Source: an optimization exercise on an open RTL-to-GDS flow (aim: small area and a short achievable clock period). Production flows keep margins and buffers that such runs may drop. Function was not checked in any run shown here: the RTL went through the layout flow alone. No activity file was given, so power comes from the tool's default toggle rates.

## flow/design.v (module list and top-level ports; edited modules follow where they fit)
// module part2: 1051 lines
module part2 (
    clear,
    clock,
    digit,
    digit_valid,
    end_of_line,
    total,
    line_result
);
  // ...
==> flow/run.sh <==
#!/bin/bash
# synth_recipe.tcl (not shown) runs the flow's synth.tcl, then flattens the netlist and writes it again
# the make line also repeats each setting of config.mk as NAME=value (left out here)
make -C /OpenROAD-flow-scripts/flow DESIGN_CONFIG=/design/flow/config.mk WORK_HOME=/design/flow/orfs CLKGATE_MAP_FILE= SYNTH_SCRIPT=/design/flow/synth_recipe.tcl finish
==> flow/config.mk <==
export PLATFORM = sky130hd
export DESIGN_NAME = part2
export DESIGN_NICKNAME = part2
export VERILOG_FILES = /design/flow/design.v
export SDC_FILE = /design/flow/constraint.sdc
export NUM_CORES = 4
export LEC_CHECK = 0
export CAP_MARGIN = 20
export CORE_MARGIN = 2
export CORE_UTILIZATION = 40
export SLEW_MARGIN = 20
==> flow/constraint.sdc <==
create_clock -name core_clock -period 6.5 [get_ports {clock}]
set_input_delay 1.3000 -clock core_clock [delete_from_list [all_inputs] [get_ports {clock}]]
set_output_delay 1.3000 -clock core_clock [all_outputs]
set_load 0.01 [all_outputs]
==> flow_metrics.env, run 1 <==
export IMPL_whs_ps=472
export IMPL_worstSetupPathDepth=23
export IMPL_crit_family="compound AO/OA/AOI/OAI gates"
export IMPL_met1Wirelength_um=21100
export IMPL_dpl_cell_area_mm2=0.0182
export IMPL_yosys_area_share_simple=0.125
export IMPL_ys_top_cells_by_area="dfxtp_1 (24%), fa_1 (15%), ha_1 (14%)"
export IMPL_clk_latency_ps=470
export IMPL_maxSlewViolCount=0
export IMPL_fin_util=0.449
export IMPL_ys_seq_area_frac=0.235
export IMPL_crit_type="reg2reg"
export IMPL_rr_startpoint="la[1]$_SDFFE_PP0P_"
export IMPL_status="complete, no violations"
export IMPL_buf_share=0.0665
export IMPL_gp_congestion=0.934
export IMPL_h_tree_depth=4
export IMPL_synth_seq_cells=198
export IMPL_path_cells="ha_1 -> inv_1 -> fa_1 -> nor2b_1 -> o31a_1 -> o31ai_1 -> a211oi_1 -> buf_4 -> o2111ai_1 -> o21ai_0 -> a21o_1 -> fa_1 -> xor2_1 -> ha_1 -> nand4_1 -> nor3_1 -> nand2_1 -> nor2_1 -> a221oi_2 -> a2111oi_4 -> nand3_4 -> or4_1 -> a21oi_1"
export IMPL_wl_met3_um=1260
export IMPL_wl_per_cell_um=16.7
export IMPL_slew_headroom=0.308
export IMPL_biggestCellCategory="multi-input combinational cells"
export IMPL_seq_power_w=0.00135
export IMPL_pre_cts_ws_ps=640
export IMPL_synth_adder_area_share=0.286
==> run 2: changes to the inputs <==
--- a/flow/config.mk
+++ b/flow/config.mk
@@ -5,6 +5,7 @@
 export SDC_FILE = /design/flow/constraint.sdc
 export NUM_CORES = 4
 export LEC_CHECK = 0
+export ABC_AREA = 1
 export CAP_MARGIN = 20
 export CORE_MARGIN = 2
 export CORE_UTILIZATION = 40
==> flow_metrics.env, run 2 <==
export IMPL_setup_ws_ps=1320
export IMPL_grt_ovfl_total=0
export IMPL_pre_cts_ws_ps=1740
export IMPL_cts_root_buf="clkbuf_16"
export IMPL_ys_top_cells_by_area="dfxtp_1 (22%), fa_1 (14%), ha_1 (13%)"
export IMPL_rr_startpoint="la[1]$_SDFFE_PP0P_"
export IMPL_antenna_found_initial=0
export IMPL_fin_skew_ps=15.3
export IMPL_drt_vias_per_instance=4.94
export IMPL_grt_pass1_wl_um=76500
export IMPL_crit_start="la[1]$_SDFFE_PP0P_"
export IMPL_layout_commonest_cell="nand2_1"
export IMPL_maxSlewViolCount=0
export IMPL_tritoncts="yes"
export IMPL_clk_latency_ps=480
export IMPL_post_cts_resized=0
export IMPL_via_count=15299
export IMPL_yosysMostFrequentCell="nand2_1"
export IMPL_fp_dieH_um=214
export IMPL_setup_viol=0
export IMPL_largest_reg_flops=64
export IMPL_final_hold_violation_count=0
export IMPL_ys_seq_area_frac=0.224
export IMPL_slew_headroom=0.374
export IMPL_die_w_um=214
export IMPL_fin_crit_sh=0.797
export IMPL_crit_type="reg2out"
export IMPL_start_kind="register"
export IMPL_tns_ps=0
export IMPL_antenna_cells=0
export IMPL_synth_area_mm2=0.0177
export IMPL_synth_top_area_frac=0.224
export IMPL_synth_area_per_cell_um2=7.19
export IMPL_powerDensity_mw_per_mm2=204
export IMPL_area_growth_pct=10.9
export IMPL_max_freq_mhz=193
export IMPL_hold_path_class="reg2reg"
export IMPL_die_area_mm2=0.0459
export IMPL_h_tree_depth=4
export IMPL_synth_seq_cells=198
export IMPL_rsz0062_at_grt="false"
export IMPL_grt_util_all_layers=0.208
export IMPL_grt_pass1_vias=14572
export IMPL_post_synth_top_area_cell="dfxtp_1"
export IMPL_wl_per_cell_um=15.2
export IMPL_fin_crit_ps=5180
export IMPL_cts_buffers_inserted=17
export IMPL_async_flop_share=0
export IMPL_r2r_cells=21
export IMPL_status="complete, no violations"
export IMPL_dp_hpwl_um=37200
export IMPL_dr_pass1_iters=8
export IMPL_arrival_ps=3880
export IMPL_r2r_slack_ps=1690
export IMPL_path_clk_slew_ps=80
export IMPL_io_pins=120
export IMPL_clock_path_buffers=2
export IMPL_ys_flop_type="dfxtp_1"
export IMPL_cp_endpoint="line_result[34]"
export IMPL_num_rows=77
export IMPL_ys_types=54
export IMPL_layout_drive_gt1_share=0.0383
export IMPL_cap_violations=0
export IMPL_synth_edff_count=0
export IMPL_final_cell_mix="nand2_1 (541), inv_1 (461), a21oi_1 (228)"
export IMPL_critPathCaptureType="output pin"
export IMPL_synth_cells=2460
export IMPL_ant_nets=0
export IMPL_n_fill_cell=4518
export IMPL_drc=0
export IMPL_cellLeakagePower_nw=9.86
export IMPL_tightest_slew_ps=929
export IMPL_initial_core_util=0.402
export IMPL_whs_ps=462
export IMPL_ys_warn_count=1
export IMPL_gp_congestion=0.937
export IMPL_required_ps=5200
export IMPL_peakVddDrop_mv=0.216
export IMPL_nets=2811
export IMPL_io_buffers=111
export IMPL_core_area_mm2=0.0439
export IMPL_cts_setup_buffers=0
export IMPL_ys_top_cells_by_count="nand2_1 (541), inv_1 (462), a21oi_1 (228)"
export IMPL_grt_start_max_net_pins=98
export IMPL_reg2reg_to="tot[40]$_SDFFE_PP0P_"
export IMPL_top_register="tot"
export IMPL_ctsHoldBuffers=0
export IMPL_cts_sinks=198
export IMPL_first_iter_violations=1134
export IMPL_critical_path_max_fanout=12
export IMPL_top_regs="tot x64, x x46, la x40"
export IMPL_wl_um=47000
==> run 2: logic make-up after synthesis <==
| kind of cell | count (synthesis) | synth area share |
|---|---|---|
| simple gates | 836 | 0.195 |
| buf+inv | 591 | 0.138 |
| compound gates | 494 | 0.155 |
| fa+ha+maj | 310 | 0.273 |
| flops | 198 | 0.224 |
| xor+xnor | 30 | 0.0149 |
| other cells | 1 | 0.000212 |
==> run 2: cell type report <==
| class | instances | area [µm²] | area share |
|---|---|---|---|
| Multi-Input combinational cell | 1678 | 11300 | 0.577 |
| Sequential cell | 198 | 3960 | 0.202 |
| Inverter | 474 | 1790 | 0.0911 |
| Timing Repair Buffer | 124 | 1210 | 0.0619 |
| Tap cell | 592 | 741 | 0.0378 |
| Clock buffer | 20 | 457 | 0.0233 |
| Clock inverter | 12 | 134 | 0.00683 |
==> run 2: how the worst min path moves through the flow <==
stage,startpoint,endpoint,slack [ps],cells after the start
floorplan,lb[35]$_SDFFE_PP0P_,lb[35]$_SDFFE_PP0P_,440,2
global placement,tot[45]$_SDFFE_PP0P_,tot[45]$_SDFFE_PP0P_,450,2
detailed placement,tot[45]$_SDFFE_PP0P_,tot[45]$_SDFFE_PP0P_,450,2
CTS,tot[45]$_SDFFE_PP0P_,tot[45]$_SDFFE_PP0P_,460,2
global route,la[37]$_SDFFE_PP0P_,la[37]$_SDFFE_PP0P_,490,2
finish,tot[45]$_SDFFE_PP0P_,tot[45]$_SDFFE_PP0P_,460,2
==> run 2: layer usage <==
metal	global-route usage	part of all wire
met1	0.294	0.49
met2	0.328	0.44
met3	0.0272	0.043
met4	0.0676	0.021
met5	0	0
==> run 2: critical path: stages (launching register included) <==
cell	delay (ps)
dfxtp_1	370
ha_1	160
inv_1	50
fa_1	410
o21ai_1	230
nand2_1	90
nand2_1	110
nand3_1	120
nand2_2	140
nand2_1	80
nand2_2	240
nand2_1	80
nand2_1	220
fa_1	240
xor2_1	270
clkdlybuf4s50_1	600
==> run 2: per-stage QoR <==
stage / cell area [µm²] / std cells / util / power (W)
5_1_grt: 19600 / 3098 / 0.446 / 0.00431
6_report: 19600 / 3098 / 0.446 / 0.00400
2_1_floorplan: 17700 / 2467 / - / 0.00244
4_1_cts: 19600 / 3097 / 0.446 / 0.00405
3_3_place_gp: 19000 / 3065 / 0.432 / 0.00289
3_5_place_dp: 19000 / 3065 / 0.432 / 0.00291
==> run 2: where the power goes <==
part / internal [W] / switching (W)
combinational: 0.000599 / 0.000920
sequential: 0.00129 / 0.0000660
clock: 0.000565 / 0.000559
total: 0.00245 / 0.00155
==> run 3: changes to the inputs <==
==> flow/flow/run.sh (new file) <==
#!/bin/bash
# The standard layout, except that synthesis maps adders to plain gates
# (no full/half adder cells), so ABC can restructure the arithmetic.
set -euo pipefail
bash standard.sh ADDER_MAP_FILE= finish > standard_flow.log 2>&1
==> flow/standard.sh (new file) <==
#!/bin/bash
# synth_recipe.tcl (not shown) runs the flow's synth.tcl, then flattens the netlist and writes it again
# the make line also repeats each setting of config.mk as NAME=value (left out here)
make -C /OpenROAD-flow-scripts/flow DESIGN_CONFIG=/design/flow/config.mk WORK_HOME=/design/flow/orfs CLKGATE_MAP_FILE= SYNTH_SCRIPT=/design/flow/synth_recipe.tcl "${@:-finish}"
removed: flow/run.sh
==> flow_metrics.env, run 3 <==
export IMPL_switchingPower_w=0.00144
export IMPL_powerDensity_mw_per_mm2=178
export IMPL_critPathCaptureType="output pin"
export IMPL_ctsHoldBuffers=0
export IMPL_drc=0
export IMPL_grt_start_max_net_pins=86
export IMPL_synth_area_per_cell_um2=5.48
export IMPL_clock_power_share=0.291
export IMPL_async_flop_share=0
export IMPL_grt_pass1_wl_um=86100
export IMPL_required_ps=5200
export IMPL_dp_hpwl_um=40700
export IMPL_slew_headroom=0.342
export IMPL_rsz0062_at_grt="false"
export IMPL_drt_vias_per_instance=4.74
export IMPL_yosysMostFrequentCell="nand2_1"
export IMPL_setup_viol=0
export IMPL_max_freq_mhz=230
export IMPL_tritoncts="yes"
export IMPL_fin_crit_ps=4350
export IMPL_via_count=19319
export IMPL_path_clk_slew_ps=80
export IMPL_ys_warn_count=1
export IMPL_fin_cells=4074
export IMPL_start_kind="register"
export IMPL_whs_ps=466
export IMPL_cts_root_buf="clkbuf_16"
export IMPL_pre_cts_ws_ps=2450
export IMPL_fin_crit_sh=0.669
export IMPL_ys_seq_area_frac=0.211
export IMPL_critical_path_max_fanout=6
export IMPL_cts_buffers_inserted=17
export IMPL_combPwrFrac=0.351
export IMPL_top_register="tot"
export IMPL_first_iter_violations=1344
export IMPL_layout_commonest_cell="nand2_1"
export IMPL_cts_sinks=198
export IMPL_gp_congestion=0.922
export IMPL_ant_nets=0
export IMPL_antenna_found_initial=0
export IMPL_synth_top_area_frac=0.217
export IMPL_wl_um=51500
export IMPL_synth_area_mm2=0.0188
export IMPL_r2r_cells=23
export IMPL_cts_setup_buffers=0
export IMPL_maxSlewViolCount=0
export IMPL_min_path_cells=2
export IMPL_status="complete, no violations"
export IMPL_crit_type="reg2out"
export IMPL_layout_drive_gt1_share=0.0487
export IMPL_nets=3462
export IMPL_initial_core_util=0.405
export IMPL_num_rows=79
export IMPL_grt_util_all_layers=0.212
export IMPL_setup_ws_ps=2150
export IMPL_antenna_cells=0
export IMPL_wl_per_cell_um=12.6
export IMPL_die_w_um=221
export IMPL_clk_latency_ps=500
export IMPL_n_fill_cell=5128
export IMPL_placedCellCount=4042
export IMPL_tightest_slew_ps=986
export IMPL_total_power_w=0.00368
export IMPL_dr_pass1_iters=6
export IMPL_h_tree_depth=4
export IMPL_grt_ovfl_total=0
export IMPL_top_regs="tot x64, x x46, la x40"
export IMPL_clock_path_buffers=2
export IMPL_tns_ps=0
export IMPL_fp_dieH_um=221
export IMPL_area_growth_pct=9.77
export IMPL_grt_pass1_vias=17112
export IMPL_fin_skew_ps=14.8
export IMPL_io_pins=120
export IMPL_io_buffers=111
export IMPL_post_cts_resized=0
export IMPL_final_hold_violation_count=0
export IMPL_core_area_mm2=0.0465
export IMPL_intPower_w=0.00224
export IMPL_cap_violations=0
export IMPL_p_seq_frac=0.358
export IMPL_ys_types=59
export IMPL_synth_seq_cells=198
export IMPL_die_area_mm2=0.0488
export IMPL_largest_reg_flops=64
export IMPL_hold_path_class="reg2reg"
export IMPL_ys_top_cells_by_count="nand2_1 (1086), inv_1 (585), nor2_1 (348)"
export IMPL_synth_edff_count=0
export IMPL_synth_cells=3433
export IMPL_ys_top_cells_by_area="nand2_1 (22%), dfxtp_1 (21%), inv_1 (12%)"
export IMPL_arrival_ps=3050
export IMPL_p_sw_frac=0.391
export IMPL_final_cell_mix="nand2_1 (1086), inv_1 (583), nor2_1 (347)"
export IMPL_peakVddDrop_mv=0.219
export IMPL_cellLeakagePower_nw=11.0
export IMPL_post_synth_top_area_cell="nand2_1"
export IMPL_ys_flop_type="dfxtp_1"
[run 3: changes by cell type after synthesis, moves of 123 or more]
cell	before	now
inv_1	462	585
ha_1	183	0
nand3_1	75	212
nand2_1	541	1086
fa_1	127	0
nor2_1	159	348
[run 3: layer usage]
metal,wire [µm],vias up,track usage
li1,-,10683,-
met1,27200,8266,0.310
met2,21400,325,0.323
met3,2070,45,0.0344
met4,770,0,0.0550
met5,0,-,0
[run 3: final timing paths]
kind                                            from                    to  slack [ps]
worst max-delay path             la[26]$_SDFFE_PP0P_       line_result[38]        2150
worst min-delay path            tot[44]$_SDFFE_PP0P_  tot[44]$_SDFFE_PP0P_         470
worst max register to register    la[1]$_SDFFE_PP0P_  tot[54]$_SDFFE_PP0P_        2820
worst min register to register  tot[44]$_SDFFE_PP0P_  tot[44]$_SDFFE_PP0P_         470
[run 3: cells by family (layout without fill, tap and decap cells)]
logic type                 after synthesis  count (layout)  synth area share
xor gates and xnor gates               121             121            0.0571
adders and majority gates                5               5           0.00266
other                                    1               8          0.000199
buffers and inverters                  732             759             0.159
and+or+nand+nor                       1804            1804             0.401
AOI/OAI and AO/OA                      572             572             0.170
DFF                                    198             198             0.211
[run 3: power groups by stage]
stage	Sequential, W	Clock, W	Combinational (W)
after floorplan	0.00134	0	0.000991
after global placement	0.00135	0	0.00128
after detailed placement	0.00135	0	0.00128
after CTS	0.00132	0.00111	0.00129
after global routing	0.00133	0.00115	0.00148
final	0.00132	0.00107	0.00129
[run 3: final cells by class]
type / count / area [µm²] / area share
clock buffers: 18 / 429 / 0.0208
repair buffers: 126 / 1220 / 0.0589
flip-flops and latches: 198 / 3960 / 0.192
multi-input cells: 2510 / 11900 / 0.576
clock inverters: 14 / 130 / 0.00630
inverters: 601 / 2260 / 0.109
well taps: 607 / 759 / 0.0368
[run 3: per-stage QoR]
stage          area (µm²)   util
2_1_floorplan       18900      -
3_3_place_gp        20100  0.433
3_5_place_dp        20100  0.433
4_1_cts             20700  0.445
5_1_grt             20700  0.445
6_report            20700  0.445
[run 3: critical path, cell delays in order, from the launching register on]
cell and delay [ps]:
dfxtp_1 330, nand2_1 90, inv_1 40, nor2_1 130, inv_1 80, nor2_2 140, nand2_1 140, nor2_1 150
inv_1 70, nor2_1 200, a21oi_1 190, nand2_4 140, nand3_2 90, nand2_1 120, nand2_1 70, inv_1 50
clkdlybuf4s50_1 520
==> run 4: changes to the inputs <==
--- a/flow/config.mk
+++ b/flow/config.mk
@@ -9,4 +9,5 @@
 export CAP_MARGIN = 20
 export CORE_MARGIN = 2
 export CORE_UTILIZATION = 40
+export SETUP_SLACK_MARGIN = 2.5
 export SLEW_MARGIN = 20
==> flow_metrics.env, run 4 <==
export IMPL_min_path_cells=2
export IMPL_synth_seq_cells=198
export IMPL_num_rows=79
export IMPL_ant_nets=0
export IMPL_async_flop_share=0
export IMPL_area_growth_pct=12.6
export IMPL_antenna_found_initial=0
export IMPL_fin_crit_sh=0.600
export IMPL_rsz0062_at_grt="true"
export IMPL_hold_path_class="reg2reg"
export IMPL_maxSlewViolCount=0
export IMPL_via_count=19605
export IMPL_post_synth_top_area_cell="nand2_1"
export IMPL_synth_cells=3433
export IMPL_core_area_mm2=0.0465
export IMPL_reg2reg_to="lb[14]$_SDFFE_PP0P_"
export IMPL_ys_top_cells_by_area="nand2_1 (22%), dfxtp_1 (21%), inv_1 (12%)"
export IMPL_initial_core_util=0.405
export IMPL_top_register="tot"
export IMPL_r2r_cells=17
export IMPL_cts_sinks=198
export IMPL_first_iter_violations=1270
export IMPL_cap_violations=0
export IMPL_arrival_ps=2600
export IMPL_critical_path_max_fanout=5
export IMPL_synth_area_per_cell_um2=5.48
export IMPL_synth_area_mm2=0.0188
export IMPL_io_pins=120
export IMPL_drt_vias_per_instance=4.79
export IMPL_grt_util_all_layers=0.213
export IMPL_max_freq_mhz=256
export IMPL_r2r_slack_ps=2870
export IMPL_setup_ws_ps=2600
export IMPL_ys_flop_type="dfxtp_1"
export IMPL_synth_edff_count=0
export IMPL_drc=0
export IMPL_start_kind="register"
export IMPL_final_cell_mix="nand2_1 (1061), inv_1 (578), nor2_1 (316)"
export IMPL_fin_crit_ps=3900
export IMPL_dp_hpwl_um=40700
export IMPL_yosysMostFrequentCell="nand2_1"
export IMPL_tritoncts="yes"
export IMPL_final_hold_violation_count=0
export IMPL_largest_reg_flops=64
export IMPL_crit_start="la[26]$_SDFFE_PP0P_"
export IMPL_critPathCaptureType="output pin"
export IMPL_cts_root_buf="clkbuf_16"
export IMPL_grt_ovfl_total=0
export IMPL_ys_types=59
export IMPL_die_w_um=221
export IMPL_fp_dieH_um=221
export IMPL_antenna_cells=0
export IMPL_nets=3484
export IMPL_fin_skew_ps=15.6
export IMPL_worstHoldEndpoint="tot[44]$_SDFFE_PP0P_"
export IMPL_topRoutingLayerUsed="met4"
export IMPL_grt_pass1_wl_um=86400
export IMPL_grt_start_max_net_pins=86
export IMPL_rr_startpoint="shr[11]$_SDFFE_PP0P_"
export IMPL_hp_start="tot[44]$_SDFFE_PP0P_"
export IMPL_die_area_mm2=0.0488
export IMPL_io_buffers=111
export IMPL_clock_path_buffers=2
export IMPL_dr_wl_met2_um=22100
export IMPL_cts_buffers_inserted=17
export IMPL_wl_um=52200
export IMPL_clk_latency_ps=500
export IMPL_wl_met3_um=1980
export IMPL_ctsHoldBuffers=0
export IMPL_slew_headroom=0.341
export IMPL_tns_ps=0
export IMPL_pre_cts_ws_ps=2450
export IMPL_synth_top_area_frac=0.217
export IMPL_h_tree_depth=4
export IMPL_peakVddDrop_mv=0.219
export IMPL_ys_top_cells_by_count="nand2_1 (1086), inv_1 (585), nor2_1 (348)"
export IMPL_ys_seq_area_frac=0.211
export IMPL_top_regs="tot x64, x x46, la x40"
export IMPL_met1Wirelength_um=27400
export IMPL_powerDensity_mw_per_mm2=175
export IMPL_crit_type="reg2out"
export IMPL_status="complete, no violations"
export IMPL_ys_warn_count=1
export IMPL_path_clk_slew_ps=80
export IMPL_dr_pass1_iters=8
export IMPL_tightest_slew_ps=987
export IMPL_gp_congestion=0.922
export IMPL_layout_drive_gt1_share=0.0805
export IMPL_cellLeakagePower_nw=11.4
export IMPL_wl_per_cell_um=12.8
export IMPL_layout_commonest_cell="nand2_1"
export IMPL_required_ps=5200
export IMPL_grt_pass1_vias=17215
export IMPL_setup_viol=0
run 4: changes by cell type in the layout (fill, tap and decap cells not counted), moves of 16 or more:
cell,delta
dfxtp_1,-16
nand2_2,+22
buf_4,+20
nor2_1,-31
nor2_2,+16
nand2_1,-25
clkdlybuf4s50_1,-25
run 4: layer usage:
layer,track usage,up-vias
li1,-,10747
met1,0.310,8451
met2,0.326,360
met3,0.0344,47
met4,0.0550,0
met5,0,-
run 4: worst max path at each step:
| stage | slack [ps] | endpoint | cells after the start |
|---|---|---|---|
| 3_5_place_dp | 2450 | la[39]$_SDFFE_PP0P_ | 9 |
| 6_report | 2600 | line_result[37] | 17 |
| 4_1_cts | 2330 | line_result[34] | 16 |
| 5_1_grt | 2450 | line_result[36] | 17 |
| 3_3_place_gp | 2460 | la[39]$_SDFFE_PP0P_ | 9 |
| 2_1_floorplan | 3310 | shr[1]$_SDFFE_PP0P_ | 14 |
run 4: where the power goes:
group,total (W),leakage [nW],switching [W],internal [W]
clock,0.00107,0.282,0.000562,0.000509
combinational,0.00131,9.50,0.000838,0.000468
sequential,0.00132,1.62,0.0000540,0.00127
run 4: critical path: stages, from the launching register on:
cell and delay [ps]:
dfxtp_2 340, nand2_2 70, inv_1 50, nor2_2 90, inv_1 90, nor2_4 160
nand2_4 90, nor2_4 120, inv_1 100, nor2_4 170, nand3_4 110, nand2_4 100
buf_4 120, nand2_1 40, nand2_1 90, nand3_2 80, inv_1 60, clkdlybuf4s15_1 230
run 4: area by class of cell:
class / count / area, µm²
tap: 607 / 759
inverter: 601 / 2260
sequential: 198 / 3990
clock buffer: 18 / 429
multi-input combinational: 2511 / 12300
timing repair buffer: 147 / 1380
clock inverter: 14 / 130
fill: 5112 / 25300
run 4: logic make-up (layout without fill, tap and decap cells):
logic type                 Yosys count  count (layout)  share of synthesized area
and+or+nand+nor                   1804            1805                      0.401
buffers and inverters              732             780                      0.159
AOI/OAI and AO/OA                  572             572                      0.170
DFF                                198             198                      0.211
xor gates and xnor gates           121             121                     0.0571
adders and majority gates            5               5                    0.00266
other                                1               8                   0.000199
run 4: per-stage QoR:
stage	utilization	power, W	std cells	area, µm²	hold slack [ps]
floorplan	-	0.00233	3440	18900	450
global placement	0.433	0.00262	4042	20100	451
detailed placement	0.433	0.00263	4042	20100	461
CTS	0.448	0.00372	4079	20800	473
global route	0.456	0.00397	4096	21200	493
finish	0.456	0.00370	4096	21200	466
run 4: timing repair:
action / 4_1_cts / 5_1_grt
gates cloned: 0 / 1
endpoints found under the setup margin: 22 / 36
pin swaps: 5 / 16
setup buffers: 5 / 16
gates resized for setup: 50 / 102

## static timing again, ports no longer ideal
Ports are ideal in the flow. The routed layouts listed here were re-timed in OpenROAD.
Step 1, drivers: a clkbuf_16 drives clock and a buf_2 each remaining input, both assumed.
Step 2 also shifts input and output timing later by t, the mid clock arrival at the registers, as if the neighbouring blocks saw the same clock.
Slacks: ideal / step 1 / step 2; pairs: ideal / step 1.
run	shift t [ns]	setup WS [ns]	worst setup path at the end
run 1	0.520	0.589 / 0.589 / 0.589	register to register
run 2	0.526	1.322 / 1.264 / 1.685	register to register
run 3	0.549	2.154 / 2.097 / 2.462	input to register
run 4	0.551	2.597 / 2.540 / 2.454	input to register
After both steps setup and hold are still met in every run listed. For run 4, which loses most, drivers alone change the setup slack by -0.057 ns; drivers and shift together by -0.143 ns.
